This is an optimization exercise on Yosys and OpenROAD, whose aim is small area, a short achievable clock period and few clock cycles per item, not a production implementation.
At most, simulation tests tie the RTL to the original design; equivalence was not proved.
Only the layout flow was run in runs 1 to 4; the RTL was not checked for function there.
Power figures rest on the tool's default switching activity, not on a simulated workload.

File: design/flow/design.v
`default_nettype none
`timescale 1 ns / 1 ps
module udp_ipv4_tx (
    input  wire             ap_clk,
    input  wire             ap_rst_n,
    input  wire  [31:0]     my_ip_addr,
    input  wire   [7:0]     ip_protocol,
    input  wire             s_axis_tx_meta_tvalid,
    output wire             s_axis_tx_meta_tready,
    input  wire [255:0]     s_axis_tx_meta_tdata,
    input  wire             s_axis_tx_data_tvalid,
    output wire             s_axis_tx_data_tready,
    input  wire  [63:0]     s_axis_tx_data_tdata,
    input  wire   [7:0]     s_axis_tx_data_tkeep,
    input  wire             s_axis_tx_data_tlast,
    output wire             m_axis_tx_data_tvalid,
    input  wire             m_axis_tx_data_tready,
    output wire   [63:0]    m_axis_tx_data_tdata,
    output wire    [7:0]    m_axis_tx_data_tkeep,
    output wire             m_axis_tx_data_tlast,
    output reg    [31:0]    datagrams_transmitted
);
reg st_h0, st_h1, st_h2, st_h3, st_dat, st_prv, st_ext;
reg  [31:0] prev_data;    
reg   [3:1] prev_keep;    
reg         len_zero;     
reg  [15:2] tot_len_r;    
reg  [15:3] udp_len_r;    
reg         meta_seen;    
wire [31:0] m_dst_ip   = s_axis_tx_meta_tdata[31:0];
wire [15:0] m_dst_port = s_axis_tx_meta_tdata[47:32];
wire [15:0] m_src_port = s_axis_tx_meta_tdata[95:80];
wire [15:0] m_len      = s_axis_tx_meta_tdata[111:96];
wire [15:0] tot_len    = {tot_len_r, m_len[1:0]};
wire [15:0] udp_len    = {udp_len_r, m_len[2:0]};
wire in_v    = s_axis_tx_data_tvalid;
wire in_last = s_axis_tx_data_tlast;
wire in_k4   = s_axis_tx_data_tkeep[4];
wire rdy     = m_axis_tx_data_tready;
assign m_axis_tx_data_tvalid = (st_h0 & s_axis_tx_meta_tvalid & meta_seen) | st_h1 | st_h2 |
                               (st_h3 & len_zero) | st_ext | (st_dat & in_v);
wire out_hs  = m_axis_tx_data_tvalid & rdy;
wire data_hs = st_dat & in_v & rdy;
assign s_axis_tx_data_tready = st_dat & rdy;
assign s_axis_tx_meta_tready = st_h3 & rdy & (len_zero | in_v);
assign m_axis_tx_data_tlast = st_ext | (st_h3 & len_zero) | (st_dat & in_last & ~in_k4);
assign m_axis_tx_data_tkeep[0]   = 1'b1;
assign m_axis_tx_data_tkeep[3:1] = st_ext ? prev_keep : 3'b111;
assign m_axis_tx_data_tkeep[7:4] = (st_h0 | st_h1 | st_h2) ? 4'hF :
                                   st_dat ? s_axis_tx_data_tkeep[3:0] : 4'h0;
assign m_axis_tx_data_tdata[31:0] =
      ({32{st_h0}} & {tot_len[7:0], tot_len[15:8], 8'h00, 8'h45})
    | ({32{st_h1}} & {16'h0000, ip_protocol, 8'h40})
    | ({32{st_h2}} & {m_dst_ip[7:0], m_dst_ip[15:8], m_dst_ip[23:16], m_dst_ip[31:24]})
    | ({32{st_h3}} & {16'h0000, udp_len[7:0], udp_len[15:8]})
    | ({32{st_prv}} & prev_data);
assign m_axis_tx_data_tdata[63:32] =
      ({32{st_h1}} & my_ip_addr)
    | ({32{st_h2}} & {m_dst_port[7:0], m_dst_port[15:8], m_src_port[7:0], m_src_port[15:8]})
    | ({32{st_dat}} & s_axis_tx_data_tdata[31:0]);
always @(posedge ap_clk) begin
    if (!ap_rst_n) begin
        st_h0  <= 1'b1;
        st_h1  <= 1'b0;
        st_h2  <= 1'b0;
        st_h3  <= 1'b0;
        st_dat <= 1'b0;
        st_prv <= 1'b0;
        st_ext <= 1'b0;
    end else if (out_hs) begin
        st_h0  <= m_axis_tx_data_tlast;
        st_h1  <= st_h0;
        st_h2  <= st_h1;
        st_h3  <= st_h2;
        st_dat <= (st_h2 & ~len_zero) | (st_dat & ~in_last);
        st_prv <= st_dat & (~in_last | in_k4);
        st_ext <= st_dat & in_last & in_k4;
    end
end
always @(posedge ap_clk) begin
    if (data_hs) begin
        prev_data <= s_axis_tx_data_tdata[63:32];
        prev_keep <= s_axis_tx_data_tkeep[7:5];
    end
end
always @(posedge ap_clk) begin
    len_zero  <= (m_len == 16'd0);
    tot_len_r <= m_len[15:2] + 14'd7;
    udp_len_r <= m_len[15:3] + 13'd1;
    meta_seen <= ap_rst_n & s_axis_tx_meta_tvalid & ~s_axis_tx_meta_tready;
end
always @(posedge ap_clk) begin
    if (!ap_rst_n)
        datagrams_transmitted <= 32'd0;
    else if (out_hs & m_axis_tx_data_tlast)
        datagrams_transmitted <= datagrams_transmitted + 32'd1;
end
endmodule
File: design/flow/flow/run.sh
#!/bin/bash
# Standard ORFS layout (the standard.sh, unchanged synthesis), with the
# port buffers made from the smallest buffer instead of the default choice.
set -euo pipefail
export BUFFER_PORTS_ARGS="-buffer_cell sky130_fd_sc_hd__buf_1"
bash standard.sh synth > synth.log 2>&1
bash standard.sh finish > layout.log 2>&1
File: design/flow/standard.sh
#!/bin/bash
# synth_recipe.tcl (not shown) runs the flow's synth.tcl, then flattens the netlist and writes it again
# the make line also repeats each setting of config.mk as NAME=value (left out here)
make -C /OpenROAD-flow-scripts/flow DESIGN_CONFIG=/design/flow/config.mk WORK_HOME=/design/flow/orfs CLKGATE_MAP_FILE= SYNTH_SCRIPT=/design/flow/synth_recipe.tcl "${@:-finish}"
File: design/flow/config.mk
export PLATFORM = sky130hd
export DESIGN_NAME = udp_ipv4_tx
export DESIGN_NICKNAME = udp_ipv4_tx
export VERILOG_FILES = /design/flow/design.v
export SDC_FILE = /design/flow/constraint.sdc
export NUM_CORES = 4
export LEC_CHECK = 0
export CAP_MARGIN = 20
export CORE_AREA = 2.5 2.5 167.5 167.5
export DIE_AREA = 0 0 170 170
export PLACE_DENSITY = 0.6
export SLEW_MARGIN = 20
File: design/flow/constraint.sdc
create_clock -name core_clock -period 5.0 [get_ports {ap_clk}]
set_input_delay 1.0000 -clock core_clock [delete_from_list [all_inputs] [get_ports {ap_clk}]]
set_output_delay 1.0000 -clock core_clock [all_outputs]
set_load 0.01 [all_outputs]
==> results of run 1 <==
[cells in the mapped netlist, types with 2 or more instances]
cell type	number	area share
dfxtp_1	68	0.26
inv_1	62	0.045
a222oi_1	53	0.10
nand2_1	44	0.032
edfxtp_1	35	0.20
nor2_1	31	0.023
clkbuf_1	30	0.022
a21oi_1	24	0.023
xor2_1	24	0.041
a22oi_1	19	0.028
nand3_1	19	0.018
o21ai_0	13	0.013
o31ai_1	13	0.019
or4_1	13	0.019
xnor2_1	12	0.020
nand4_1	8	0.0097
buf_2	7	0.0068
nand2b_1	7	0.0085
and2_1	6	0.0073
ha_1	5	0.012
or3_1	5	0.0061
and3_1	4	0.0049
mux2i_1	4	0.0078
nor3_1	4	0.0039
o211ai_1	4	0.0058
and4_1	3	0.0051
buf_1	3	0.0022
nor4_1	3	0.0036
a211oi_1	2	0.0029
buf_4	2	0.0029
nand4_2	2	0.0049
[routing by layer]
layer  track usage  vias to the layer above  part of all wire
met4        0.0384                        2             0.019
met5             0                        -           0.00071
met3        0.0386                       26             0.094
met2         0.202                      270              0.47
met1         0.147                     2535              0.42
li1              -                     2584                 -
[power groups by stage]
stage          clock [W]  sequential (W)  combinational [W]
4_1_cts         0.000764        0.000904           0.000238
3_3_place_gp           0        0.000923           0.000234
6_report        0.000732        0.000903           0.000238
2_1_floorplan          0        0.000906           0.000130
3_5_place_dp           0        0.000923           0.000236
5_1_grt         0.000791        0.000906           0.000266
[critical path, stage by stage (launching register included)]
cell,delay [ps]
dfxtp_2,630
a211oi_1,720
nand3_1,280
buf_1,240
[logic make-up after synthesis]
kind of cell / Yosys count / synth area share
AND/OR/NAND/NOR: 156 / 0.160
AO/OA/AOI/OAI: 134 / 0.209
buffers and inverters: 105 / 0.0798
flip-flops: 103 / 0.469
XOR/XNOR: 36 / 0.0613
adder cells (fa/ha/maj): 5 / 0.0122
multiplexers: 4 / 0.00778
other: 1 / 0.000729
[registers in the layout, indices dropped and copies added (netlist names)]
name,flops
meta_seen,1
st_prv,1
st_ext,1
datagrams_transmitted,32
st_dat,1
prev_data,32
prev_keep,3
st_h0,1
tot_len_r,14
len_zero,1
st_h3,1
st_h1,1
st_h2,1
udp_len_r,13
[layout make-up]
cell class                 count  area (µm²)
clock buffer                   9         225
clock inverter                 7        71.3
fill                        2953       20000
inverter                      63         236
multi-input combinational    336        2320
sequential                   103        2410
tap                          341         427
timing repair buffer         310        1210
[final timing paths]
check / from / end / slack [ps]
worst max-delay path: st_h1$_SDFFE_PN0P_ / m_axis_tx_data_tvalid / 1770
worst min-delay path: datagrams_transmitted[1]$_SDFFE_PN0P_ / datagrams_transmitted[1]$_SDFFE_PN0P_ / 480
worst max register to register: st_h1$_SDFFE_PN0P_ / datagrams_transmitted[31]$_SDFFE_PN0P_ / 2050
worst min register to register: datagrams_transmitted[1]$_SDFFE_PN0P_ / datagrams_transmitted[1]$_SDFFE_PN0P_ / 480
[per-stage QoR]
stage          std cells   util
5_1_grt             1169  0.257
4_1_cts             1168  0.256
3_5_place_dp        1152  0.245
3_3_place_gp        1152  0.245
2_1_floorplan        544      -
6_report            1169  0.257
==> out/qor.log, run 1 <==
INFO  global_routing global_route_wire_length_before_repair=27300µm
INFO  hold_path      number_of_cells_on_the_worst_hold_path=2
INFO  sta            setup_total_negative_slack=0ps
INFO  critical_path  critPathArrivalTime=2230ps
INFO  sta            finalClockSkew=10.9ps
INFO  floorplanning  num_rows=60
INFO  pwr            clockPowerShare=0.391
INFO  floorplanning  core_area=26900µm²
INFO  synthesis      post_synth_instance_area=5140µm²
INFO  clocking       cts-resized-gates=0
INFO  global_routing grt_start_max_net_pins=46
INFO  layout         antenna-diode-count=0
INFO  placement      routabilityCongestion=0.795
INFO  synthesis      yosysSeqAreaShare=0.469
INFO  clocking       cts.repair_timing.setup_buffer_count=0
INFO  synthesis      synth_ff_type=dfxtp_1
INFO  critical_path  rr_worst_depth=5
INFO  sta            post-route-period-util=0.647
INFO  pwr            combPwrFrac=0.127
INFO  job            cap_viol_max_count=0
INFO  floorplanning  floorplan.io_pins=482
INFO  pwr            switching_power=0.000532W
INFO  detailed_routing drtAntennaViolNets=0
INFO  sta            slew_viol_final=0
INFO  placement      post_dp_cell_area=6580µm²
INFO  floorplanning  die_span_in_y=170µm
INFO  sta            slew-limit-headroom=0.287
INFO  critical_path  crit_path_end_kind=primary output
INFO  pwr            finalPower=0.00187W
INFO  pwr            power_density=271nW/µm²
INFO  sta            grt_setup_unrepaired=false
INFO  detailed_routing route.vias.total=5417
INFO  layout         final_common_cell=buf_1
INFO  synthesis      avgSynthCellArea=9.46µm²
INFO  layout         final_cell_mix=304 x buf_1, 66 x dfxtp_1, 62 x inv_1
INFO  detailed_routing detail_route.vias_per_cell=4.63
INFO  global_routing number_of_global_route_vias_before_repair=5217
INFO  placement      place.port_buffers=304
INFO  layout         num-nets-final=1202
INFO  synthesis      syn-num-nets=923
INFO  clocking       cts_tree=built
INFO  critical_path  path_max_fanout=45
INFO  clocking       cts_root_buffer=clkbuf_16
INFO  layout         layout.cell_area.non_filler=6900µm²
INFO  synthesis      synth_async_sr_flop_share=0
INFO  synthesis      ys_warn_count=1
INFO  placement      preCtsSetupSlack=1810ps
INFO  critical_path  critPathKind=flip-flop to primary output
INFO  placement      dpl.hpwl=13700µm
INFO  sta            worstMarginPinSlew=1070ps
INFO  detailed_routing postRouteWirelength=18300µm
INFO  critical_path  worst_setup_path_start_kind=flip-flop
INFO  pwr            cellInternalPower=0.00134W
INFO  detailed_routing drt_pre_antenna_iters=6
INFO  pwr            sequentialPowerShare=0.482
INFO  floorplanning  initial_core_util=0.191
INFO  clocking       cts_hold_buf=0
INFO  clocking       cts-buffers-inserted=9
INFO  synthesis      synth_edf_count=35
INFO  clocking       clk_pin_slew=90ps
INFO  floorplanning  die_w=170µm
INFO  synthesis      yosys_register_bits=103
INFO  pwr            cellLeakagePower=2.56nW
INFO  clocking       cts_max_level=3
INFO  run_status     outcome=no timing/DRC/antenna violations
INFO  pwr            swShare=0.284
INFO  critical_path  worstPathRequired=4000ps
INFO  hold_path      min-delay-path-class=flip-flop to flip-flop
INFO  detailed_routing remaining_drc_errors=0
INFO  sta            slack_of_the_critical_path=1770ps
INFO  pwr            irDropWorstVdd=159µV
INFO  clocking       clkLatencyLatePin=360ps
INFO  floorplanning  dieArea=28900µm²
INFO  detailed_routing first_iteration_detailed_routing_drc_count=464
INFO  sta            period_minus_slack=3230ps
INFO  layout         drive_gt1_frac=0.0423
INFO  sta            timing.final.setup_violations=0
INFO  sta            hold_slack=484ps
INFO  layout         layout_overhead_on_the_synthesized_area=34.2%
INFO  clocking       clock_path_buffers=2
INFO  sta            final_hold_viol_count=0
INFO  synthesis      distinct_cell_type_count_after_synthesis=46
INFO  sta            upper_clock_frequency_limit=309MHz
INFO  global_routing initial_antenna_violation_count=1
INFO  global_routing grt_use_total=0.120
INFO  global_routing globalRouteOverflowTotal=0
INFO  clocking       clock_sinks=103
INFO  detailed_routing post_detailed_route_wirelength_per_cell=15.7µm
INFO  synthesis      syn_inst_count=544
==> run 2, diff against run 1 <==
--- a/design/flow/config.mk
+++ b/design/flow/config.mk
@@ -11,2 +11,3 @@
 export PLACE_DENSITY = 0.6
+export SETUP_SLACK_MARGIN = 2.3
 export SLEW_MARGIN = 20
==> run 2 against run 1 <==
Clock power barely moved. Routed wire length rose by 5.2%. Cell count rose by 0.43%. Synthesized cell count did not move. Maximum frequency rose by 18%. Total power rose by 0.88%. Clock-buffer cell count did not move. Utilization rose by 0.54 points. Largest cell class unchanged. Highest routed layer unchanged.
==> out/qor.log, run 2 <==
INFO  detailed_routing detail_route.vias_per_cell=4.66
INFO  synthesis      yosys-top-cells-area=dfxtp_1 26%, edfxtp_1 20%, a222oi_1 10%
INFO  synthesis      yosys_register_bits=103
INFO  synthesis      synth_async_sr_flop_share=0
INFO  synthesis      synth.most_common_cell=dfxtp_1
INFO  critical_path  worstPathRequired=4000ps
INFO  synthesis      synth_ff_type=dfxtp_1
INFO  critical_path  cp_top_family=compound AO/OA/AOI/OAI gates
INFO  floorplanning  core_area=26900µm²
INFO  critical_path  critical_path.n_buffers_inverters=3
INFO  synthesis      synth_largest_area_cell=dfxtp_1
INFO  global_routing global_route_wire_length_before_repair=27000µm
INFO  hold_path      min-delay-path-class=flip-flop to flip-flop
INFO  global_routing grt_use_total=0.121
INFO  sta            period_minus_slack=2740ps
INFO  clocking       clkLatencyLatePin=360ps
INFO  run_status     outcome=no timing/DRC/antenna violations
INFO  clocking       cts_tree=built
INFO  critical_path  path_max_fanout=1
INFO  synthesis      synthTopCellsByCount=68 x dfxtp_1, 62 x inv_1, 53 x a222oi_1
INFO  detailed_routing drtAntennaViolNets=0
INFO  sta            timing.final.setup_violations=0
INFO  placement      routabilityCongestion=0.793
INFO  sta            worstMarginPinSlew=935ps
INFO  synthesis      distinct_cell_type_count_after_synthesis=46
INFO  critical_path  critPathArrivalTime=1740ps
INFO  sta            slew-limit-headroom=0.377
INFO  synthesis      syn_inst_count=544
INFO  critical_path  slowest_delay=460ps
INFO  detailed_routing post_detailed_route_wirelength_per_cell=16.4µm
INFO  sta            slack_of_the_critical_path=2260ps
INFO  sta            post-route-period-util=0.549
INFO  sta            finalClockSkew=10.5ps
INFO  sta            setup_total_negative_slack=0ps
INFO  job            cap_viol_max_count=0
INFO  critical_path  slowest_library_cell_on_the_worst_path=a222oi_1
INFO  layout         num-nets-final=1206
INFO  synthesis      yosysSeqAreaShare=0.469
INFO  floorplanning  dieArea=28900µm²
INFO  detailed_routing postRouteWirelength=19300µm
INFO  synthesis      syn-num-nets=923
INFO  synthesis      ys_warn_count=1
INFO  global_routing grt_start_max_net_pins=46
INFO  detailed_routing first_iteration_detailed_routing_drc_count=496
INFO  sta            upper_clock_frequency_limit=364MHz
INFO  critical_path  critPathKind=primary input to primary output
INFO  layout         final_common_cell=buf_1
INFO  global_routing number_of_global_route_vias_before_repair=4986
INFO  floorplanning  floorplan.io_pins=482
INFO  clocking       cts_hold_buf=0
INFO  detailed_routing remaining_drc_errors=0
INFO  placement      dpl.hpwl=13800µm
INFO  clocking       cts_root_buffer=clkbuf_16
INFO  floorplanning  die_w=170µm
INFO  clocking       cts-buffers-inserted=9
INFO  critical_path  cp_cell_sequence=buf_1 -> a222oi_1 -> inv_1 -> clkbuf_2
INFO  floorplanning  num_rows=60
INFO  detailed_routing route.vias.total=5469
INFO  clocking       clock_path_buffers=2
INFO  layout         final_cell_mix=293 x buf_1, 64 x dfxtp_1, 62 x inv_1
INFO  layout         layout_overhead_on_the_synthesized_area=37.0%
INFO  pwr            power_density=268nW/µm²
INFO  layout         drive_gt1_frac=0.0661
INFO  layout         layout_utilization=0.262
INFO  critical_path  crit_path_end_kind=primary output
INFO  pwr            cellLeakagePower=2.64nW
INFO  synthesis      netlist.area_leader.share=0.265
INFO  clocking       cts_max_level=3
INFO  synthesis      synth_edf_count=35
INFO  placement      preCtsSetupSlack=1820ps
INFO  detailed_routing drt_pre_antenna_iters=9
INFO  pwr            irDropWorstVdd=143µV
INFO  floorplanning  initial_core_util=0.191
INFO  placement      numPlacedInstances=1151
INFO  global_routing globalRouteOverflowTotal=0
INFO  synthesis      avgSynthCellArea=9.46µm²
INFO  clocking       clock_sinks=103
INFO  placement      place.port_buffers=304
INFO  layout         layout_top_registers=datagrams_transmitted (32), prev_data (32), tot_len_r (14)
INFO  floorplanning  die_span_in_y=170µm
INFO  critical_path  worst_setup_path_start_kind=primary input
INFO  clocking       clk_pin_slew=80ps
INFO  synthesis      post_synth_instance_area=5140µm²
INFO  sta            final_hold_viol_count=0
INFO  layout         finalNonFillerCells=1174
INFO  global_routing initial_antenna_violation_count=1
INFO  sta            grt_setup_unrepaired=true
INFO  sta            slew_viol_final=0
INFO  sta            hold_slack=493ps
-- run 2: cell counts after synthesis --
No cell type changed its count.
-- run 2: stage by stage --
step | total power [W] | instance area (µm²)
after floorplan | 0.00104 | 5150
after global placement | 0.00116 | 6570
after detailed placement | 0.00116 | 6580
after CTS | 0.00191 | 6960
after global routing | 0.00198 | 7040
final | 0.00189 | 7050
-- run 2: cell families after synthesis --
kind of cell    count (synthesis)  synth area share
compound gates                134             0.209
xor+xnor                       36            0.0613
fa+ha+maj                       5            0.0122
buf+inv                       105            0.0798
flops                         103             0.469
mux                             4           0.00778
other cells                     1          0.000729
simple gates                  156             0.160
-- run 2: worst reg2reg max path, cell delays in order, from the launching register on --
cell and delay (ps):
dfxtp_2 640, a21oi_1 250, nor3b_2 550, nor2_2 250
or4_1 550, a21oi_1 150
-- run 2: per-layer routing --
| metal | share of wire | wire (µm) | track usage |
|---|---|---|---|
| met4 | 0.012 | 229 | 0.0269 |
| met1 | 0.44 | 8460 | 0.155 |
| met2 | 0.47 | 9060 | 0.200 |
| met5 | 0.00067 | 13 | 0 |
| met3 | 0.079 | 1520 | 0.0358 |
-- run 2: power by group --
group | internal (W) | total [W] | switching (W)
Combinational | 0.000112 | 0.000253 | 0.000141
Sequential | 0.000882 | 0.000903 | 0.0000210
Clock | 0.000356 | 0.000733 | 0.000377
Total | 0.00135 | 0.00189 | 0.000539
-- run 2: worst paths after layout --
check                                    startpoint                                      to  slack [ps]  cells past startpoint
max                                  my_ip_addr[19]                m_axis_tx_data_tdata[51]        2260                      4
min          datagrams_transmitted[31]$_SDFFE_PN0P_  datagrams_transmitted[31]$_SDFFE_PN0P_         490                      2
max reg2reg                      st_h3$_SDFFE_PN0P_  datagrams_transmitted[26]$_SDFFE_PN0P_        2550                      5
min reg2reg  datagrams_transmitted[31]$_SDFFE_PN0P_  datagrams_transmitted[31]$_SDFFE_PN0P_         490                      2
-- run 2: timing repair --
item | CTS | global route
endpoints found under the hold margin | 0 | 0
endpoints found under the setup margin | 90 | 32
pin swaps | 4 | 9
setup buffers | 4 | 2
resized for setup | 13 | 22
-- run 2: final cells by class --
cell class	count	area (µm²)
antenna	1	2.50
clock buffer	9	225
clock inverter	7	73.8
fill	2915	19800
inverter	63	236
multi-input combinational	336	2370
sequential	103	2420
tap	341	427
timing repair buffer	314	1290
==> run 3, diff against run 2 <==
--- a/design/flow/design.v
+++ b/design/flow/design.v
@@ -27,3 +27,2 @@
 reg  [15:2] tot_len_r;    
-reg  [15:3] udp_len_r;    
 reg         meta_seen;    
@@ -34,3 +33,4 @@
 wire [15:0] tot_len    = {tot_len_r, m_len[1:0]};
-wire [15:0] udp_len    = {udp_len_r, m_len[2:0]};
+wire [15:2] udp_len_q  = tot_len_r - 14'd5;      
+wire [15:0] udp_len    = {udp_len_q, m_len[1:0]};
 wire in_v    = s_axis_tx_data_tvalid;
@@ -88,3 +88,2 @@
     tot_len_r <= m_len[15:2] + 14'd7;
-    udp_len_r <= m_len[15:3] + 13'd1;
     meta_seen <= ap_rst_n & s_axis_tx_meta_tvalid & ~s_axis_tx_meta_tready;
==> run 3 against run 2 <==
Worst setup slack lost 310 ps. Synthesized cell count shrank 3.3%. Flip-flop and latch count shrank 13. Critical path type is now flip-flop to primary output. Clock-buffer cell count up 2. Combinational power is 19% higher. Total power decreased by 5.4%. Register-to-register slack gained 60 ps. Sequential share of layout area is 4.6 points lower. Critical endpoint is now m_axis_tx_data_tdata[4]. Hold slack gained 49 ps. Critical path depth increased by 2.
==> out/qor.log, run 3 <==
INFO  placement      place.port_buffers=304
INFO  hold_path      min-delay-path-class=flip-flop to flip-flop
INFO  layout         drive_gt1_frac=0.132
INFO  pwr            clockPowerShare=0.384
INFO  clocking       cts_tree=built
INFO  synthesis      yosysSeqAreaShare=0.424
INFO  global_routing grt_use_total=0.165
INFO  floorplanning  die_w=170µm
INFO  sta            post-route-period-util=0.610
INFO  synthesis      synth_ff_type=dfxtp_1
INFO  synthesis      yosys-top-cells-area=dfxtp_1 22%, edfxtp_1 21%, a222oi_1 11%
INFO  sta            final_hold_viol_count=0
INFO  global_routing global_route_wire_length_before_repair=33800µm
INFO  synthesis      post_synth_instance_area=5070µm²
INFO  sta            setup_total_negative_slack=0ps
INFO  detailed_routing postRouteWirelength=25300µm
INFO  clocking       cts_root_buffer=clkbuf_16
INFO  sta            grt_setup_unrepaired=true
INFO  sta            slew-limit-headroom=0.380
INFO  layout         num-nets-final=1204
INFO  global_routing globalRouteOverflowTotal=0
INFO  synthesis      netlist.area_leader.share=0.217
INFO  floorplanning  initial_core_util=0.189
INFO  critical_path  cp_cell_sequence=nor4_4 -> nand2b_1 -> or4_4 -> xor2_2 -> o21ai_1 -> buf_2
INFO  layout         final_common_cell=buf_1
INFO  global_routing initial_antenna_violation_count=27
INFO  placement      routabilityCongestion=0.830
INFO  synthesis      synth_edf_count=35
INFO  sta            finalClockSkew=11.2ps
INFO  synthesis      synthTopCellsByCount=65 x inv_1, 55 x dfxtp_1, 54 x a222oi_1
INFO  clocking       clkLatencyLatePin=350ps
INFO  placement      preCtsSetupSlack=1900ps
INFO  critical_path  worst_setup_path_start_kind=flip-flop
INFO  clocking       cts-buffers-inserted=9
INFO  synthesis      syn_inst_count=526
INFO  synthesis      avgSynthCellArea=9.64µm²
INFO  critical_path  path_max_fanout=3
INFO  layout         layout_overhead_on_the_synthesized_area=44.2%
INFO  run_status     outcome=no timing/DRC/antenna violations
INFO  floorplanning  core_area=26900µm²
INFO  job            cap_viol_max_count=0
INFO  synthesis      syn-num-nets=903
INFO  critical_path  critPathKind=flip-flop to primary output
INFO  pwr            cellInternalPower=0.00128W
INFO  synthesis      ys_warn_count=1
INFO  critical_path  rr_worst_depth=7
INFO  layout         layout.cell_area.non_filler=7310µm²
INFO  critical_path  critPathArrivalTime=2050ps
INFO  critical_path  slowest_library_cell_on_the_worst_path=or4_4
INFO  floorplanning  num_rows=60
INFO  layout         final_cell_mix=278 x buf_1, 62 x inv_1, 54 x a222oi_1
INFO  sta            slew_viol_final=0
INFO  synthesis      synth.most_common_cell=inv_1
INFO  hold_path      number_of_cells_on_the_worst_hold_path=2
INFO  clocking       clk_pin_slew=70ps
INFO  global_routing grt_start_max_net_pins=47
INFO  detailed_routing drtAntennaViolNets=0
INFO  placement      dpl.hpwl=19600µm
INFO  pwr            irDropWorstVdd=149µV
INFO  clocking       clock_path_buffers=2
INFO  synthesis      synth_async_sr_flop_share=0
INFO  detailed_routing drt_pre_antenna_iters=5
INFO  clocking       cts_hold_buf=0
INFO  pwr            sequentialPowerShare=0.447
INFO  detailed_routing post_detailed_route_wirelength_per_cell=21.4µm
INFO  detailed_routing remaining_drc_errors=0
INFO  sta            hold_slack=542ps
INFO  global_routing number_of_global_route_vias_before_repair=5220
INFO  floorplanning  die_span_in_y=170µm
INFO  synthesis      distinct_cell_type_count_after_synthesis=48
INFO  pwr            switching_power=0.000506W
INFO  synthesis      synth_largest_area_cell=dfxtp_1
INFO  sta            upper_clock_frequency_limit=328MHz
INFO  sta            period_minus_slack=3050ps
INFO  sta            worstMarginPinSlew=930ps
INFO  pwr            combPwrFrac=0.169
INFO  synthesis      yosys_register_bits=90
INFO  critical_path  slowest_delay=440ps
INFO  placement      post_dp_cell_area=6530µm²
INFO  clocking       cts_max_level=3
INFO  detailed_routing first_iteration_detailed_routing_drc_count=527
INFO  critical_path  crit_path_end_kind=primary output
INFO  pwr            swShare=0.283
INFO  layout         layout_top_registers=datagrams_transmitted (32), prev_data (32), tot_len_r (14)
INFO  detailed_routing route.vias.total=5620
INFO  critical_path  worstPathRequired=4000ps
INFO  detailed_routing detail_route.vias_per_cell=4.75
INFO  sta            slack_of_the_critical_path=1950ps
INFO  floorplanning  floorplan.io_pins=482
INFO  pwr            power_density=245nW/µm²
INFO  clocking       clock_sinks=90
INFO  floorplanning  dieArea=28900µm²
INFO  sta            timing.final.setup_violations=0
INFO  pwr            cellLeakagePower=2.72nW
==> run 3: worst paths after layout <==
| check | startpoint | slack (ps) | end |
|---|---|---|---|
| worst min-delay path | datagrams_transmitted[30]$_SDFFE_PN0P_ | 540 | datagrams_transmitted[30]$_SDFFE_PN0P_ |
| worst min register to register | datagrams_transmitted[30]$_SDFFE_PN0P_ | 540 | datagrams_transmitted[30]$_SDFFE_PN0P_ |
| worst max-delay path | tot_len_r[5]$_DFF_P_ | 1950 | m_axis_tx_data_tdata[4] |
| worst max register to register | st_h0$_SDFFE_PN1P_ | 2610 | datagrams_transmitted[15]$_SDFFE_PN0P_ |
==> run 3: worst max-delay path: cells and delay by family, from the launching register on <==
| family | cells | cell delay [ps] |
|---|---|---|
| AO/OA/AOI/OAI | 1 | 150 |
| XOR/XNOR | 1 | 160 |
| buffers and inverters | 1 | 150 |
| flip-flops | 1 | 360 |
| AND/OR/NAND/NOR | 3 | 870 |
==> run 3: power by group through the flow <==
stage	combinational, W	sequential (W)	clock (W)
2_1_floorplan	0.000133	0.000797	0
3_3_place_gp	0.000246	0.000819	0
6_report	0.000302	0.000799	0.000686
5_1_grt	0.000331	0.000801	0.000729
4_1_cts	0.000276	0.000801	0.000705
3_5_place_dp	0.000249	0.000819	0
==> run 3: per-stage QoR <==
stage | utilization | total power, W | instances
after CTS | 0.262 | 0.00178 | 1165
final | 0.272 | 0.00179 | 1182
after detailed placement | 0.243 | 0.00107 | 1138
after global placement | 0.243 | 0.00106 | 1138
after global routing | 0.271 | 0.00186 | 1173
after floorplan | - | 0.000931 | 526
==> run 3: kinds of logic after synthesis <==
group | count (synthesis) | synth area share
and+or+nand+nor | 147 | 0.158
AOI/OAI and AO/OA | 129 | 0.239
buffers and inverters | 105 | 0.0816
DFF | 90 | 0.424
xor gates and xnor gates | 48 | 0.0829
adders and majority gates | 3 | 0.00740
muxes | 3 | 0.00592
other | 1 | 0.000739
==> run 3: timing repair <==
item | CTS | global route
setup buffers | 11 | 8
pin swaps | 9 | 19
gates resized for setup | 46 | 60
endpoints found under the setup margin | 77 | 34
endpoints found under the hold margin | 0 | 0
==> run 3: routing by layer <==
layer,routed length (µm),vias to the layer above,share of wire,GRT usage
met5,165,-,0.0065,0
met4,583,26,0.023,0.0460
met3,3690,53,0.15,0.110
met2,10700,309,0.42,0.257
met1,10200,2625,0.40,0.185
li1,-,2607,-,-
==> run 3: cell type report <==
type	count	area (µm²)
fill	2944	19600
multi-input combinational	331	2650
sequential	90	2180
timing repair buffer	330	1490
tap	341	427
clock buffer	11	254
inverter	65	248
clock inverter	5	36.3
antenna	9	22.5
==> run 4, diff against run 3 <==
--- a/design/flow/config.mk
+++ b/design/flow/config.mk
@@ -9,2 +9,3 @@
 export CORE_AREA = 2.5 2.5 167.5 167.5
+export CTS_BUF_LIST = sky130_fd_sc_hd__clkbuf_8
 export DIE_AREA = 0 0 170 170
==> run 4 against run 3 <==
Via count up 0.96%. Synthesized area unchanged. Clock-buffer cell count down 2. Highest routed layer unchanged.
==> out/qor.log, run 4 <==
INFO  critical_path  crit_path_start=tot_len_r[5]$_DFF_P_
INFO  clocking       clkLatencyLatePin=400ps
INFO  detailed_routing met2_routed_wirelength=11200µm
INFO  detailed_routing remaining_drc_errors=0
INFO  sta            slew-limit-headroom=0.383
INFO  placement      preCtsSetupSlack=1900ps
INFO  critical_path  regToRegStartpoint=st_h0$_SDFFE_PN1P_
INFO  job            cap_viol_max_count=0
INFO  hold_path      hold_path.startpoint=datagrams_transmitted[30]$_SDFFE_PN0P_
INFO  critical_path  slowest_library_cell_on_the_worst_path=or4_4
INFO  critical_path  ff2ff_setup_slack=2540ps
INFO  critical_path  slowest_delay=420ps
INFO  sta            grt_setup_unrepaired=true
INFO  layout         drive_gt1_frac=0.150
INFO  pwr            irDropWorstVdd=144µV
INFO  global_routing initial_antenna_violation_count=27
INFO  floorplanning  dieArea=28900µm²
INFO  global_routing grt_use_total=0.168
INFO  clocking       cts_max_level=3
INFO  floorplanning  die_w=170µm
INFO  critical_path  rr_worst_depth=7
INFO  sta            timing.final.setup_violations=0
INFO  synthesis      netlist.area_leader.share=0.217
INFO  sta            worstMarginPinSlew=926ps
INFO  sta            final_hold_viol_count=0
INFO  synthesis      yosys-top-cells-area=dfxtp_1 22%, edfxtp_1 21%, a222oi_1 11%
INFO  critical_path  timing.rr.end=datagrams_transmitted[31]$_SDFFE_PN0P_
INFO  detailed_routing route.vias.total=5674
INFO  hold_path      number_of_cells_on_the_worst_hold_path=2
INFO  synthesis      syn_inst_count=526
INFO  pwr            power_density=224nW/µm²
INFO  synthesis      avgSynthCellArea=9.64µm²
INFO  critical_path  critPathKind=flip-flop to primary output
INFO  synthesis      synth_ff_type=dfxtp_1
INFO  floorplanning  initial_core_util=0.189
INFO  synthesis      synth_edf_count=35
INFO  sta            finalClockSkew=20.0ps
INFO  pwr            cellLeakagePower=2.76nW
INFO  hold_path      min-delay-path-class=flip-flop to flip-flop
INFO  clocking       clk_pin_slew=90ps
INFO  synthesis      yosys_register_bits=90
INFO  synthesis      synthTopCellsByCount=65 x inv_1, 55 x dfxtp_1, 54 x a222oi_1
INFO  floorplanning  floorplan.io_pins=482
INFO  critical_path  critPathArrivalTime=2160ps
INFO  detailed_routing drt_pre_antenna_iters=6
INFO  detailed_routing postRouteWirelength=26000µm
INFO  placement      place.port_buffers=304
INFO  clocking       clock_path_buffers=2
INFO  detailed_routing wl_met3=3900µm
INFO  global_routing grt_start_max_net_pins=47
INFO  layout         layout_overhead_on_the_synthesized_area=44.9%
INFO  layout         num-nets-final=1212
INFO  critical_path  worstPathRequired=4000ps
INFO  floorplanning  num_rows=60
INFO  global_routing global_route_wire_length_before_repair=34400µm
INFO  synthesis      synth_largest_area_cell=dfxtp_1
INFO  clocking       clock_sinks=90
INFO  sta            slack_of_the_critical_path=1840ps
INFO  layout         final_common_cell=buf_1
INFO  clocking       cts_tree=built
INFO  floorplanning  die_span_in_y=170µm
INFO  placement      dpl.hpwl=19600µm
INFO  sta            slew_viol_final=0
INFO  synthesis      syn-num-nets=903
INFO  detailed_routing dr.max_layer_used=met5
INFO  synthesis      synth_async_sr_flop_share=0
INFO  synthesis      distinct_cell_type_count_after_synthesis=48
INFO  hold_path      timing.hold.worst_endpoint=datagrams_transmitted[30]$_SDFFE_PN0P_
INFO  clocking       cts-buffers-inserted=9
INFO  detailed_routing first_iteration_detailed_routing_drc_count=534
INFO  clocking       cts_root_buffer=clkbuf_8
INFO  placement      routabilityCongestion=0.830
INFO  critical_path  path_max_fanout=2
INFO  layout         layout_top_registers=datagrams_transmitted (32), prev_data (32), tot_len_r (14)
INFO  global_routing number_of_global_route_vias_before_repair=5253
INFO  synthesis      ys_warn_count=1
INFO  critical_path  worst_setup_path_start_kind=flip-flop
INFO  critical_path  crit_path_end_kind=primary output
INFO  global_routing globalRouteOverflowTotal=0
INFO  synthesis      yosysSeqAreaShare=0.424
INFO  sta            upper_clock_frequency_limit=317MHz
INFO  sta            setup_total_negative_slack=0ps
INFO  critical_path  cp_cell_sequence=nor4_4 -> buf_4 -> nand2b_4 -> or4_4 -> xor2_1 -> o21ai_1 -> buf_2
INFO  layout         final_cell_mix=271 x buf_1, 63 x inv_1, 54 x a222oi_1
INFO  sta            post-route-period-util=0.631
INFO  detailed_routing detail_route.vias_per_cell=4.76
INFO  floorplanning  core_area=26900µm²
INFO  sta            period_minus_slack=3160ps
INFO  run_status     outcome=no timing/DRC/antenna violations
INFO  detailed_routing wl_met1=10400µm
INFO  synthesis      synth.most_common_cell=inv_1
INFO  detailed_routing drtAntennaViolNets=0
INFO  synthesis      post_synth_instance_area=5070µm²
INFO  detailed_routing post_detailed_route_wirelength_per_cell=21.8µm
-- run 4: power by group --
part / leakage (nW) / internal (W) / switching [W]
registers: 0.768 / 0.000771 / 0.0000244
logic: 1.89 / 0.000151 / 0.000173
clock network: 0.101 / 0.000232 / 0.000299
total: 2.76 / 0.00115 / 0.000496
-- run 4: what timing repair did --
| action | 4_1_cts | 5_1_grt |
|---|---|---|
| cloned | 0 | 1 |
| setup endpoints to repair | 77 | 48 |
| buffers inserted | 14 | 12 |
| pin swaps | 9 | 33 |
| hold buffers | 0 | 0 |
| gates resized for setup | 50 | 71 |
-- run 4: critical path: cells and delay by family, from the launching register on --
family / cells / cell delay (ps)
flops: 1 / 370
compound gates: 1 / 170
xor+xnor: 1 / 160
simple gates: 3 / 760
buf+inv: 2 / 320
-- run 4: cell families after synthesis --
| family | share of synthesized area |
|---|---|
| AND/OR/NAND/NOR | 0.158 |
| XOR/XNOR | 0.0829 |
| other | 0.000739 |
| flip-flops | 0.424 |
| AO/OA/AOI/OAI | 0.239 |
| adder cells (fa/ha/maj) | 0.00740 |
| buffers and inverters | 0.0816 |
| multiplexers | 0.00592 |
-- run 4: per-stage QoR --
step	utilization	total power (W)	area, µm²	instances	hold WS [ps]
after detailed placement	0.243	0.00107	6530	1138	538
after floorplan	-	0.000931	5070	526	528
final	0.273	0.00165	7350	1191	546
after global routing	0.272	0.00172	7320	1181	591
after CTS	0.261	0.00163	7010	1168	552
after global placement	0.243	0.00106	6530	1138	518
-- run 4: routing by layer --
metal	track usage	vias up
li1	-	2614
met1	0.192	2672
met2	0.262	325
met3	0.110	39
met4	0.0384	24
met5	0	-
-- run 4: worst max-delay path by stage --
| stage | cells after the start | end | slack, ps |
|---|---|---|---|
| after floorplan | 5 | m_axis_tx_data_tdata[4] | 2300 |
| after global placement | 7 | datagrams_transmitted[31]$_SDFFE_PN0P_ | 1960 |
| after detailed placement | 6 | datagrams_transmitted[22]$_SDFFE_PN0P_ | 1900 |
| after CTS | 6 | m_axis_tx_data_tdata[3] | 1900 |
| after global routing | 7 | m_axis_tx_data_tdata[4] | 1720 |
| final | 7 | m_axis_tx_data_tdata[4] | 1840 |
-- run 4: area by class of cell --
type                            count  area (µm²)
Clock buffer                        9         124
Timing Repair Buffer              338        1610
Fill cell                        2943       19500
Antenna cell                       10        25.0
Multi-Input combinational cell    331        2660
Sequential cell                    90        2190
Inverter                           65         248
Clock inverter                      7        70.1
Tap cell                          341         427
==> run 5, diff against run 4 <==
--- a/design/flow/design.v
+++ b/design/flow/design.v
@@ -26,3 +26,3 @@
 reg         len_zero;     
-reg  [15:2] tot_len_r;    
+reg  [15:2] len_r;        
 reg         meta_seen;    
@@ -32,5 +32,4 @@
 wire [15:0] m_len      = s_axis_tx_meta_tdata[111:96];
-wire [15:0] tot_len    = {tot_len_r, m_len[1:0]};
-wire [15:2] udp_len_q  = tot_len_r - 14'd5;      
-wire [15:0] udp_len    = {udp_len_q, m_len[1:0]};
+wire [15:0] tot_len    = {len_r, m_len[1:0]};
+wire [15:0] udp_len    = {len_r, m_len[1:0]};
 wire in_v    = s_axis_tx_data_tvalid;
@@ -87,3 +86,3 @@
     len_zero  <= (m_len == 16'd0);
-    tot_len_r <= m_len[15:2] + 14'd7;
+    len_r     <= m_len[15:2] + ((st_h2 | st_h3) ? 14'd2 : 14'd7);
     meta_seen <= ap_rst_n & s_axis_tx_meta_tvalid & ~s_axis_tx_meta_tready;
--- a/design/flow/config.mk
+++ b/design/flow/config.mk
@@ -9,6 +9,5 @@
 export CORE_AREA = 2.5 2.5 167.5 167.5
-export CTS_BUF_LIST = sky130_fd_sc_hd__clkbuf_8
 export DIE_AREA = 0 0 170 170
 export PLACE_DENSITY = 0.6
-export SETUP_SLACK_MARGIN = 2.3
+export SETUP_SLACK_MARGIN = 2.45
 export SLEW_MARGIN = 20
==> run 5 against run 4 <==
Still clean on timing, DRC and antenna. Global-route usage shrank 4.6 points. Cell count shrank 4.0%. Flip-flop and latch count is the same. Via count shrank 6.8%. Non-clock buffer count shrank 10. Sequential power shrank 1%. Worst setup slack gained 400 ps. Clock power grew 32%. Critical path type is now primary input to primary output.
==> out/qor.log, run 5 <==
INFO  run_status     outcome=no timing/DRC/antenna violations
INFO  sta            slack_of_the_critical_path=2240ps
INFO  clocking       cts_hold_buf=0
INFO  pwr            clockPowerShare=0.395
INFO  sta            upper_clock_frequency_limit=362MHz
INFO  placement      preCtsSetupSlack=1560ps
INFO  clocking       cts_tree=built
INFO  global_routing globalRouteOverflowTotal=0
INFO  clocking       clock_sinks=90
INFO  sta            hold_slack=486ps
INFO  critical_path  critPathMostFrequentCell=buf_1
INFO  sta            post-route-period-util=0.552
INFO  layout         layout_top_registers=datagrams_transmitted (32), prev_data (32), len_r (14)
INFO  job            cap_viol_max_count=0
INFO  sta            period_minus_slack=2760ps
INFO  detailed_routing route.vias.total=5290
INFO  critical_path  critical_path.n_buffers_inverters=3
INFO  detailed_routing postRouteWirelength=19500µm
INFO  synthesis      yosysSeqAreaShare=0.464
INFO  detailed_routing detail_route.vias_per_cell=4.63
INFO  pwr            swShare=0.271
INFO  floorplanning  die_w=170µm
INFO  global_routing initial_antenna_violation_count=1
INFO  synthesis      synth_largest_area_cell=dfxtp_1
INFO  detailed_routing post_detailed_route_wirelength_per_cell=17.0µm
INFO  synthesis      syn-num-nets=871
INFO  critical_path  path_max_fanout=1
INFO  clocking       cts_root_buffer=clkbuf_16
INFO  sta            setup_total_negative_slack=0ps
INFO  global_routing number_of_global_route_vias_before_repair=4703
INFO  synthesis      synth_ff_type=dfxtp_1
INFO  synthesis      synth_async_sr_flop_share=0
INFO  pwr            finalPower=0.00178W
INFO  layout         final_common_cell=buf_1
INFO  placement      numPlacedInstances=1109
INFO  global_routing global_route_wire_length_before_repair=27000µm
INFO  sta            finalClockSkew=13.3ps
INFO  placement      routabilityCongestion=0.766
INFO  synthesis      syn_inst_count=493
INFO  clocking       cts_max_level=3
INFO  synthesis      distinct_cell_type_count_after_synthesis=41
INFO  pwr            combPwrFrac=0.164
INFO  critical_path  crit_path_end_kind=primary output
INFO  critical_path  cp_top_family=compound AO/OA/AOI/OAI gates
INFO  critical_path  slowest_delay=440ps
INFO  synthesis      ys_warn_count=1
INFO  synthesis      post_synth_instance_area=4640µm²
INFO  synthesis      synth.most_common_cell=inv_1
INFO  pwr            switching_power=0.000483W
INFO  critical_path  cp_cell_sequence=buf_1 -> a222oi_1 -> inv_1 -> buf_1
INFO  floorplanning  core_area=26900µm²
INFO  synthesis      avgSynthCellArea=9.42µm²
INFO  critical_path  worst_setup_path_start_kind=primary input
INFO  floorplanning  num_rows=60
INFO  pwr            cellInternalPower=0.00130W
INFO  hold_path      min-delay-path-class=flip-flop to flip-flop
INFO  synthesis      synth_edf_count=35
INFO  critical_path  worstPathRequired=4000ps
INFO  sta            slew-limit-headroom=0.430
INFO  synthesis      netlist.area_leader.share=0.237
INFO  sta            slew_viol_final=0
INFO  placement      dpl.hpwl=13900µm
INFO  sta            final_hold_viol_count=0
INFO  detailed_routing drtAntennaViolNets=0
INFO  layout         final_cell_mix=275 x buf_1, 62 x inv_1, 53 x a222oi_1
INFO  layout         finalNonFillerCells=1143
INFO  detailed_routing drt_pre_antenna_iters=6
INFO  floorplanning  dieArea=28900µm²
INFO  pwr            sequentialPowerShare=0.442
INFO  synthesis      yosys_register_bits=90
INFO  pwr            power_density=262nW/µm²
INFO  layout         num-nets-final=1174
INFO  clocking       clk_pin_slew=60ps
INFO  detailed_routing first_iteration_detailed_routing_drc_count=588
INFO  sta            worstMarginPinSlew=856ps
INFO  pwr            cellLeakagePower=2.61nW
INFO  global_routing grt_use_total=0.122
INFO  clocking       cts-buffers-inserted=9
INFO  layout         layout_overhead_on_the_synthesized_area=46.4%
INFO  floorplanning  die_span_in_y=170µm
INFO  synthesis      yosys-top-cells-area=dfxtp_1 24%, edfxtp_1 23%, a222oi_1 11%
INFO  sta            grt_setup_unrepaired=true
INFO  sta            timing.final.setup_violations=0
INFO  floorplanning  initial_core_util=0.173
INFO  critical_path  slowest_library_cell_on_the_worst_path=a222oi_1
INFO  critical_path  critPathKind=primary input to primary output
INFO  clocking       clkLatencyLatePin=350ps
INFO  global_routing grt_start_max_net_pins=70
INFO  detailed_routing remaining_drc_errors=0
INFO  synthesis      synthTopCellsByCount=63 x inv_1, 55 x dfxtp_1, 53 x a222oi_1
INFO  layout         drive_gt1_frac=0.106
INFO  placement      place.port_buffers=304
INFO  pwr            irDropWorstVdd=165µV
INFO  clocking       clock_path_buffers=2
INFO  critical_path  critPathArrivalTime=1760ps
INFO  floorplanning  floorplan.io_pins=482
[run 5: changes by cell type after synthesis, moves of 10 or more]
cell,delta
and2_1,-18
a22oi_1,+12
o2111ai_1,+10
nand2b_1,-10
a21oi_1,+15
nor2_1,+19
xor2_1,-10
[run 5: worst paths after layout]
check                                           to                                  start  slack [ps]  cells after the start
max                       m_axis_tx_data_tdata[49]               s_axis_tx_meta_tdata[41]        2240                      4
min reg2reg  datagrams_transmitted[1]$_SDFFE_PN0P_  datagrams_transmitted[1]$_SDFFE_PN0P_         490                      2
min          datagrams_transmitted[1]$_SDFFE_PN0P_  datagrams_transmitted[1]$_SDFFE_PN0P_         490                      2
max reg2reg                     st_h1$_SDFFE_PN0P_                     st_h3$_SDFFE_PN0P_        2610                     13
[run 5: final cells by class]
cell class | count | area, µm²
sequential | 90 | 2160
clock buffer | 10 | 229
multi-input combinational | 304 | 2180
inverter | 63 | 236
antenna | 1 | 2.50
clock inverter | 6 | 65.1
fill | 2950 | 20100
timing repair buffer | 328 | 1490
tap | 341 | 427
[run 5: cells by family after synthesis]
group                      count (synthesis)  synth area share
buffers and inverters                     99            0.0827
other                                      1          0.000808
and+or+nand+nor                          133             0.146
xor gates and xnor gates                  30            0.0566
DFF                                       90             0.464
adders and majority gates                  4            0.0108
AOI/OAI and AO/OA                        132             0.231
muxes                                      4           0.00863
[run 5: what timing repair did]
| item | 4_1_cts | 5_1_grt |
|---|---|---|
| setup endpoints to repair | 105 | 82 |
| hold endpoints to repair | 0 | 0 |
| gates cloned | 0 | 1 |
| gates resized for setup | 44 | 26 |
| buffers inserted | 14 | 2 |
| pin swaps | 37 | 4 |
[run 5: power by group through the flow]
| stage | Sequential, W | Clock, W | Combinational [W] |
|---|---|---|---|
| floorplan | 0.000795 | 0 | 0.000124 |
| global route | 0.000788 | 0.000766 | 0.000319 |
| finish | 0.000786 | 0.000703 | 0.000291 |
| global placement | 0.000809 | 0 | 0.000236 |
| CTS | 0.000788 | 0.000741 | 0.000273 |
| detailed placement | 0.000809 | 0 | 0.000239 |
[run 5: worst reg2reg max path, stage by stage, from the launching register on]
cell	delay, ps
dfxtp_1	300
buf_4	220
a21oi_1	380
nand3_2	160
buf_6	150
buf_4	120
buf_4	120
buf_4	120
buf_6	110
buf_6	100
buf_6	120
nand2_8	80
mux2i_1	190
nor2_1	60
[run 5: through the flow]
step	area, µm²	utilization
final	6800	0.253
after global routing	6790	0.253
after CTS	6650	0.247
after detailed placement	6120	0.228
after global placement	6120	0.228
after floorplan	4650	-
[run 5: metal layers]
metal / GRT usage / vias to the layer above / wire length (µm)
met5: 0 / - / 0
li1: - / 2478 / -
met1: 0.164 / 2528 / 8450
met4: 0.0273 / 0 / 246
met2: 0.199 / 263 / 9320
met3: 0.0305 / 21 / 1440
Testbench counts of run 5, summed over its fixed seeds: cycles 93,634, packets 4,800.
==> run 6, diff against run 5 <==
--- a/design/flow/config.mk
+++ b/design/flow/config.mk
@@ -11,3 +11,3 @@
 export PLACE_DENSITY = 0.6
-export SETUP_SLACK_MARGIN = 2.45
+export SETUP_SLACK_MARGIN = 2.3
 export SLEW_MARGIN = 20
==> run 6 against run 5 <==
Largest power group unchanged. Combinational power down 15%. Routed wire length down 5.7%. Total power down 4.1%. Worst setup slack worse by 4.2 ps. Die area unchanged. Sequential share of layout area up 1.3 points. Sequential power up 1%. Register-to-register slack worse by 70 ps. Clock power down 5.4%. Via count down 1.6%.
==> out/qor.log, run 6 <==
INFO  run_status     outcome=no timing/DRC/antenna violations
INFO  detailed_routing drtAntennaViolNets=0
INFO  layout         ff_latch_area=2160µm²
INFO  clocking       clock_path_buffers=2
INFO  floorplanning  initial_core_util=0.173
INFO  floorplanning  dieArea=28900µm²
INFO  synthesis      avgSynthCellArea=9.42µm²
INFO  layout         layout_top_registers=datagrams_transmitted (32), prev_data (32), len_r (14)
INFO  detailed_routing route.vias.total=5207
INFO  critical_path  critPathKind=primary input to primary output
INFO  floorplanning  die_span_in_y=170µm
INFO  clocking       cts_max_level=3
INFO  layout         final_cell_mix=294 x buf_1, 63 x inv_1, 53 x a222oi_1
INFO  synthesis      yosys_register_bits=90
INFO  sta            setup_total_negative_slack=0ps
INFO  synthesis      post_synth_instance_area=4640µm²
INFO  placement      place.port_buffers=304
INFO  synthesis      syn_inst_count=493
INFO  layout         num-nets-final=1165
INFO  layout         layout_overhead_on_the_synthesized_area=40.8%
INFO  floorplanning  floorplan.io_pins=482
INFO  placement      routabilityCongestion=0.736
INFO  global_routing globalRouteOverflowTotal=0
INFO  layout         drive_gt1_frac=0.0644
INFO  critical_path  worstPathRequired=4000ps
INFO  clocking       cts-buffers-inserted=9
INFO  hold_path      min-delay-path-class=flip-flop to flip-flop
INFO  sta            slew-limit-headroom=0.395
INFO  critical_path  critPathArrivalTime=1760ps
INFO  synthesis      synthTopCellsByCount=63 x inv_1, 55 x dfxtp_1, 53 x a222oi_1
INFO  critical_path  crit_path_end_kind=primary output
INFO  detailed_routing first_iteration_detailed_routing_drc_count=652
INFO  clocking       cts_tree=built
INFO  pwr            irDropWorstVdd=120µV
INFO  clocking       cts_root_buffer=clkbuf_16
INFO  global_routing grt_start_max_net_pins=46
INFO  critical_path  path_max_fanout=1
INFO  sta            final_hold_viol_count=0
INFO  detailed_routing remaining_drc_errors=0
INFO  sta            grt_setup_unrepaired=true
INFO  floorplanning  core_area=26900µm²
INFO  sta            finalClockSkew=11.0ps
INFO  layout         filler_cell_count=2958
INFO  clocking       cts_hold_buf=0
INFO  synthesis      ys_warn_count=1
INFO  sta            period_minus_slack=2760ps
INFO  synthesis      yosysSeqAreaShare=0.464
INFO  critical_path  worst_setup_path_start_kind=primary input
INFO  synthesis      syn-num-nets=871
INFO  sta            timing.final.setup_violations=0
INFO  layout         layout_utilization=0.243
INFO  synthesis      synth.most_common_cell=inv_1
INFO  floorplanning  num_rows=60
INFO  detailed_routing post_detailed_route_wirelength_per_cell=16.2µm
INFO  job            cap_viol_max_count=0
INFO  layout         final_common_cell=buf_1
INFO  sta            worstMarginPinSlew=908ps
INFO  sta            post-route-period-util=0.553
INFO  synthesis      synth_async_sr_flop_share=0
INFO  clocking       clock_sinks=90
INFO  global_routing number_of_global_route_vias_before_repair=4711
INFO  clocking       clkLatencyLatePin=340ps
INFO  synthesis      distinct_cell_type_count_after_synthesis=41
INFO  sta            slew_viol_final=0
INFO  synthesis      yosys-top-cells-area=dfxtp_1 24%, edfxtp_1 23%, a222oi_1 11%
INFO  sta            upper_clock_frequency_limit=362MHz
INFO  pwr            power_density=261nW/µm²
INFO  synthesis      netlist.area_leader.share=0.237
INFO  pwr            cellLeakagePower=2.47nW
INFO  global_routing global_route_wire_length_before_repair=26700µm
INFO  placement      dpl.hpwl=13800µm
INFO  global_routing grt_use_total=0.119
INFO  layout         multi_input_comb_area=2120µm²
INFO  detailed_routing detail_route.vias_per_cell=4.60
INFO  floorplanning  die_w=170µm
INFO  synthesis      synth_largest_area_cell=dfxtp_1
INFO  detailed_routing postRouteWirelength=18300µm
INFO  detailed_routing drt_pre_antenna_iters=7
INFO  layout         antenna-diode-count=0
INFO  clocking       clk_pin_slew=60ps
INFO  synthesis      synth_ff_type=dfxtp_1
INFO  global_routing initial_antenna_violation_count=0
INFO  synthesis      synth_edf_count=35
[run 6: cell counts after synthesis]
Identical to the previous run, type by type.
[run 6: power by group]
part | total, W | internal [W] | switching, W
clock network | 0.000665 | 0.000360 | 0.000306
registers | 0.000794 | 0.000773 | 0.0000208
logic | 0.000247 | 0.000111 | 0.000136
total | 0.00171 | 0.00124 | 0.000463
[run 6: critical path: stages]
cell and delay, ps:
buf_1 80, a222oi_1 470, inv_1 80, buf_1 140
[run 6: layer usage]
layer / part of all wire / GRT usage / vias to the layer above
li1: - / - / 2456
met1: 0.43 / 0.160 / 2455
met5: 0 / 0 / -
met2: 0.48 / 0.198 / 284
met4: 0.0085 / 0.0212 / 0
met3: 0.084 / 0.0281 / 12
[run 6: layout make-up]
cell class / count / area share
Clock buffer: 11 / 0.0377
Clock inverter: 5 / 0.00536
Inverter: 63 / 0.0362
Multi-Input combinational cell: 304 / 0.325
Sequential cell: 90 / 0.331
Tap cell: 341 / 0.0653
Timing Repair Buffer: 319 / 0.200
[run 6: what timing repair did]
item | in CTS | in global routing
gates resized for setup | 8 | 18
endpoints found under the setup margin | 101 | 24
hold endpoints to repair | 0 | 0
pin swaps | 5 | 8
setup buffers | 7 | 1
[run 6: logic make-up after synthesis]
family | synth area share
other cells | 0.000808
fa+ha+maj | 0.0108
flops | 0.464
simple gates | 0.146
compound gates | 0.231
xor+xnor | 0.0566
buf+inv | 0.0827
mux | 0.00863
[run 6: final timing paths]
check,from,to,slack (ps),cells after the start
worst max-delay path,my_ip_addr[14],m_axis_tx_data_tdata[46],2240,4
worst min-delay path,st_prv$_SDFFE_PN0P_,st_prv$_SDFFE_PN0P_,470,2
worst max register to register,st_dat$_SDFFE_PN0P_,datagrams_transmitted[27]$_SDFFE_PN0P_,2540,8
worst min register to register,st_prv$_SDFFE_PN0P_,st_prv$_SDFFE_PN0P_,470,2
[run 6: through the flow]
stage	power, W	area [µm²]	hold slack [ps]	worst slack (ps)	instances
final	0.00171	6540	470	2240	1133
after global routing	0.00179	6540	488	2180	1133
after CTS	0.00174	6480	470	2280	1132
after detailed placement	0.00105	6130	457	1600	1109
after global placement	0.00104	6110	463	1610	1108
after floorplan	0.000918	4640	496	2370	493
==> run 7, diff against run 6 <==
--- a/design/flow/design.v
+++ b/design/flow/design.v
@@ -86,4 +86,18 @@
     len_zero  <= (m_len == 16'd0);
-    len_r     <= m_len[15:2] + ((st_h2 | st_h3) ? 14'd2 : 14'd7);
+    len_r     <= {m_len[15:5] ^ len_inc, len_lo[2:0]};
     meta_seen <= ap_rst_n & s_axis_tx_meta_tvalid & ~s_axis_tx_meta_tready;
+end
+genvar i;
+wire        len_u = st_h2 | st_h3;
+wire  [3:0] len_lo = {1'b0, m_len[4:2]} + {1'b0, ~len_u, 1'b1, ~len_u};
+wire [10:0] len_ones;      
+assign len_ones[0] = 1'b1;
+for (i = 1; i < 11; i = i + 1) begin : g_len
+    assign len_ones[i] = len_ones[i-1] & m_len[4+i];
+end
+wire [10:0] len_inc = {11{len_lo[3]}} & len_ones;
+wire [31:0] cnt_ones;
+assign cnt_ones[0] = 1'b1;
+for (i = 1; i < 32; i = i + 1) begin : g_cnt
+    assign cnt_ones[i] = cnt_ones[i-1] & datagrams_transmitted[i-1];
 end
@@ -92,4 +106,5 @@
         datagrams_transmitted <= 32'd0;
-    else if (out_hs & m_axis_tx_data_tlast)
-        datagrams_transmitted <= datagrams_transmitted + 32'd1;
+    else
+        datagrams_transmitted <= datagrams_transmitted ^
+                                 ({32{out_hs & m_axis_tx_data_tlast}} & cnt_ones);
 end
==> run 7 against run 6 <==
Highest routed layer is now met5. Utilization is 0.079 points higher. Largest cell class unchanged. Maximum frequency barely moved. Clock-buffer cell count is 2 lower. Critical path type unchanged. Clock power barely moved. Via count shrank 1.2%. Combinational power grew 17%.
==> out/qor.log, run 7 <==
INFO  run_status     outcome=no timing/DRC/antenna violations
INFO  sta            slew-limit-headroom=0.393
INFO  detailed_routing drtAntennaViolNets=0
INFO  global_routing grt_start_max_net_pins=47
INFO  detailed_routing remaining_drc_errors=0
INFO  synthesis      yosys_register_bits=90
INFO  sta            finalClockSkew=9.43ps
INFO  hold_path      min-delay-path-class=flip-flop to flip-flop
INFO  clocking       cts_tree=built
INFO  job            cap_viol_max_count=0
INFO  floorplanning  num_rows=60
INFO  floorplanning  dieArea=28900µm²
INFO  synthesis      synth_largest_area_cell=dfxtp_1
INFO  layout         final_common_cell=buf_1
INFO  pwr            irDropWorstVdd=128µV
INFO  synthesis      post_synth_instance_area=4580µm²
INFO  global_routing global_route_wire_length_before_repair=30000µm
INFO  synthesis      netlist.area_leader.share=0.241
INFO  critical_path  critPathKind=primary input to primary output
INFO  detailed_routing wl_met3=2350µm
INFO  floorplanning  core_area=26900µm²
INFO  critical_path  crit_path_end_kind=primary output
INFO  critical_path  worst_setup_path_start_kind=primary input
INFO  floorplanning  die_span_in_y=170µm
INFO  detailed_routing postRouteWirelength=21700µm
INFO  clocking       cts-buffers-inserted=9
INFO  layout         filler_cell_count=2992
INFO  detailed_routing dr.max_layer_used=met5
INFO  sta            post-route-period-util=0.553
INFO  clocking       cts_max_level=3
INFO  synthesis      synth_edf_count=35
INFO  critical_path  worstPathRequired=4000ps
INFO  sta            slew_viol_final=0
INFO  placement      dpl.hpwl=16800µm
INFO  synthesis      syn_inst_count=486
INFO  layout         num-nets-final=1159
INFO  detailed_routing drt_pre_antenna_iters=7
INFO  global_routing number_of_global_route_vias_before_repair=4836
INFO  synthesis      syn-num-nets=865
INFO  global_routing globalRouteOverflowTotal=0
INFO  layout         layout_top_registers=datagrams_transmitted (32), prev_data (32), len_r (14)
INFO  floorplanning  initial_core_util=0.170
INFO  floorplanning  die_w=170µm
INFO  critical_path  critPathArrivalTime=1770ps
INFO  detailed_routing wl_met1=8880µm
INFO  synthesis      avgSynthCellArea=9.41µm²
INFO  layout         layout_overhead_on_the_synthesized_area=43.3%
INFO  sta            grt_setup_unrepaired=true
INFO  synthesis      synth.most_common_cell=inv_1
INFO  detailed_routing first_iteration_detailed_routing_drc_count=497
INFO  sta            period_minus_slack=2770ps
INFO  placement      routabilityCongestion=0.862
INFO  clocking       clk_pin_slew=60ps
INFO  clocking       cts_root_buffer=clkbuf_16
INFO  sta            setup_total_negative_slack=0ps
INFO  global_routing initial_antenna_violation_count=13
INFO  synthesis      ys_warn_count=1
INFO  detailed_routing route.vias.total=5145
INFO  detailed_routing met2_routed_wirelength=10000µm
INFO  synthesis      yosysSeqAreaShare=0.470
INFO  synthesis      synth_async_sr_flop_share=0
INFO  synthesis      distinct_cell_type_count_after_synthesis=48
INFO  pwr            power_density=267nW/µm²
INFO  detailed_routing post_detailed_route_wirelength_per_cell=19.1µm
INFO  sta            timing.final.setup_violations=0
INFO  detailed_routing detail_route.vias_per_cell=4.53
INFO  synthesis      yosys-top-cells-area=dfxtp_1 24%, edfxtp_1 23%, a222oi_1 12%
INFO  clocking       clock_sinks=90
INFO  floorplanning  floorplan.io_pins=482
INFO  synthesis      synthTopCellsByCount=64 x inv_1, 55 x dfxtp_1, 53 x a222oi_1
INFO  layout         drive_gt1_frac=0.0764
INFO  sta            final_hold_viol_count=0
INFO  synthesis      synth_ff_type=dfxtp_1
INFO  clocking       clock_path_buffers=2
INFO  layout         final_cell_mix=293 x buf_1, 64 x inv_1, 53 x a222oi_1
INFO  pwr            cellLeakagePower=2.45nW
INFO  layout         layout_utilization=0.244
INFO  sta            worstMarginPinSlew=911ps
INFO  critical_path  path_max_fanout=1
INFO  sta            upper_clock_frequency_limit=362MHz
INFO  global_routing grt_use_total=0.142
INFO  placement      place.port_buffers=304
INFO  clocking       clkLatencyLatePin=340ps
## run 7: path summary, 6_finish.rpt
kind | startpoint | endpoint | slack (ps) | cells past startpoint
worst max register to register | st_h3$_SDFFE_PN0P_ | len_r[15]$_DFF_P_ | 2540 | 8
worst min-delay path | datagrams_transmitted[31]$_SDFF_PN0_ | datagrams_transmitted[31]$_SDFF_PN0_ | 490 | 2
worst max-delay path | my_ip_addr[0] | m_axis_tx_data_tdata[32] | 2230 | 4
worst min register to register | datagrams_transmitted[31]$_SDFF_PN0_ | datagrams_transmitted[31]$_SDFF_PN0_ | 490 | 2
## run 7: worst max-delay path: stages
cell and delay, ps:
buf_1 70, a222oi_1 480, inv_1 70, buf_1 140
## run 7: through the flow
stage / setup slack, ps / power (W) / hold WS, ps / cells / instance area [µm²]
after floorplan: 2340 / 0.000938 / 502 / 486 / 4580
after global placement: 1850 / 0.00108 / 468 / 1100 / 6050
after detailed placement: 1840 / 0.00108 / 487 / 1100 / 6050
after CTS: 2250 / 0.00176 / 497 / 1118 / 6380
after global routing: 2100 / 0.00184 / 524 / 1129 / 6540
final: 2230 / 0.00175 / 492 / 1135 / 6560
## run 7: routing by layer
layer	vias up	track usage
li1	2430	-
met4	8	0.0517
met1	2421	0.168
met2	257	0.222
met5	-	0
met3	29	0.0721
## run 7: cell type report
type / instances / area (µm²) / share of cell area
Antenna cell: 9 / 22.5 / 0.00343
Clock buffer: 9 / 225 / 0.0343
Clock inverter: 7 / 51.3 / 0.00782
Inverter: 66 / 250 / 0.0382
Multi-Input combinational cell: 294 / 2080 / 0.318
Sequential cell: 90 / 2160 / 0.329
Tap cell: 341 / 427 / 0.0651
Timing Repair Buffer: 319 / 1340 / 0.204
## run 7: timing repair
item,CTS,global route
gates resized for setup,14,29
hold buffers,0,0
pin swaps,4,10
endpoints found under the setup margin,72,21
cloned,0,1
setup buffers,2,7
## run 7: cells by family after synthesis
logic type	synth area share
and+or+nand+nor	0.160
AOI/OAI and AO/OA	0.218
buffers and inverters	0.0880
adders and majority gates	0.0137
DFF	0.470
other	0.000820
xor gates and xnor gates	0.0440
muxes	0.00438
## run 7: power by group
part / switching [W] / internal [W]
registers: 0.0000225 / 0.000775
logic: 0.000165 / 0.000126
clock network: 0.000321 / 0.000342
total: 0.000508 / 0.00124
Testbench counts of run 7, summed over its fixed seeds: cycles 93,634, packets 4,800.

==> static timing again, ports no longer ideal <==
The flow's constraints put no driver on any port. The routed layouts listed below were extracted and timed again, unchanged, in two steps. Step 1 sets driving cells, clkbuf_16 on the clock port and buf_2 on the other inputs (assumed; they add their load-dependent delay and slew). Step 2 adds t to the input delays and takes it off the output delays; t is the mean of the earliest and latest rising clock arrival at the registers after step 1. Input paths then give back, and output paths get back, about the clock's delay inside the block. Slacks: no drivers / after step 1 / after step 2; pairs: no drivers / after step 1.
run	t (ns)	slack for setup (ns)	latest minus earliest clock arrival (ns)	pins driven straight from the clock port
run 1	0.391	1.766 / 1.724 / 1.759	0.013 / 0.012	1
run 2	0.391	2.255 / 2.230 / 2.119	0.013 / 0.012	1
run 3	0.388	1.949 / 1.910 / 2.110	0.012 / 0.012	1
run 4	0.420	1.844 / 1.807 / 2.088	0.023 / 0.024	1
run 5	0.382	2.239 / 2.218 / 2.102	0.015 / 0.016	1
run 6	0.377	2.235 / 2.211 / 2.154	0.012 / 0.013	1
run 7	0.386	2.235 / 2.185 / 2.035	0.013 / 0.013	1
After both steps every run listed still meets setup and hold. The setup slack of run 7, which loses most, moves by -0.050 ns with the drivers and by -0.200 ns with both steps.
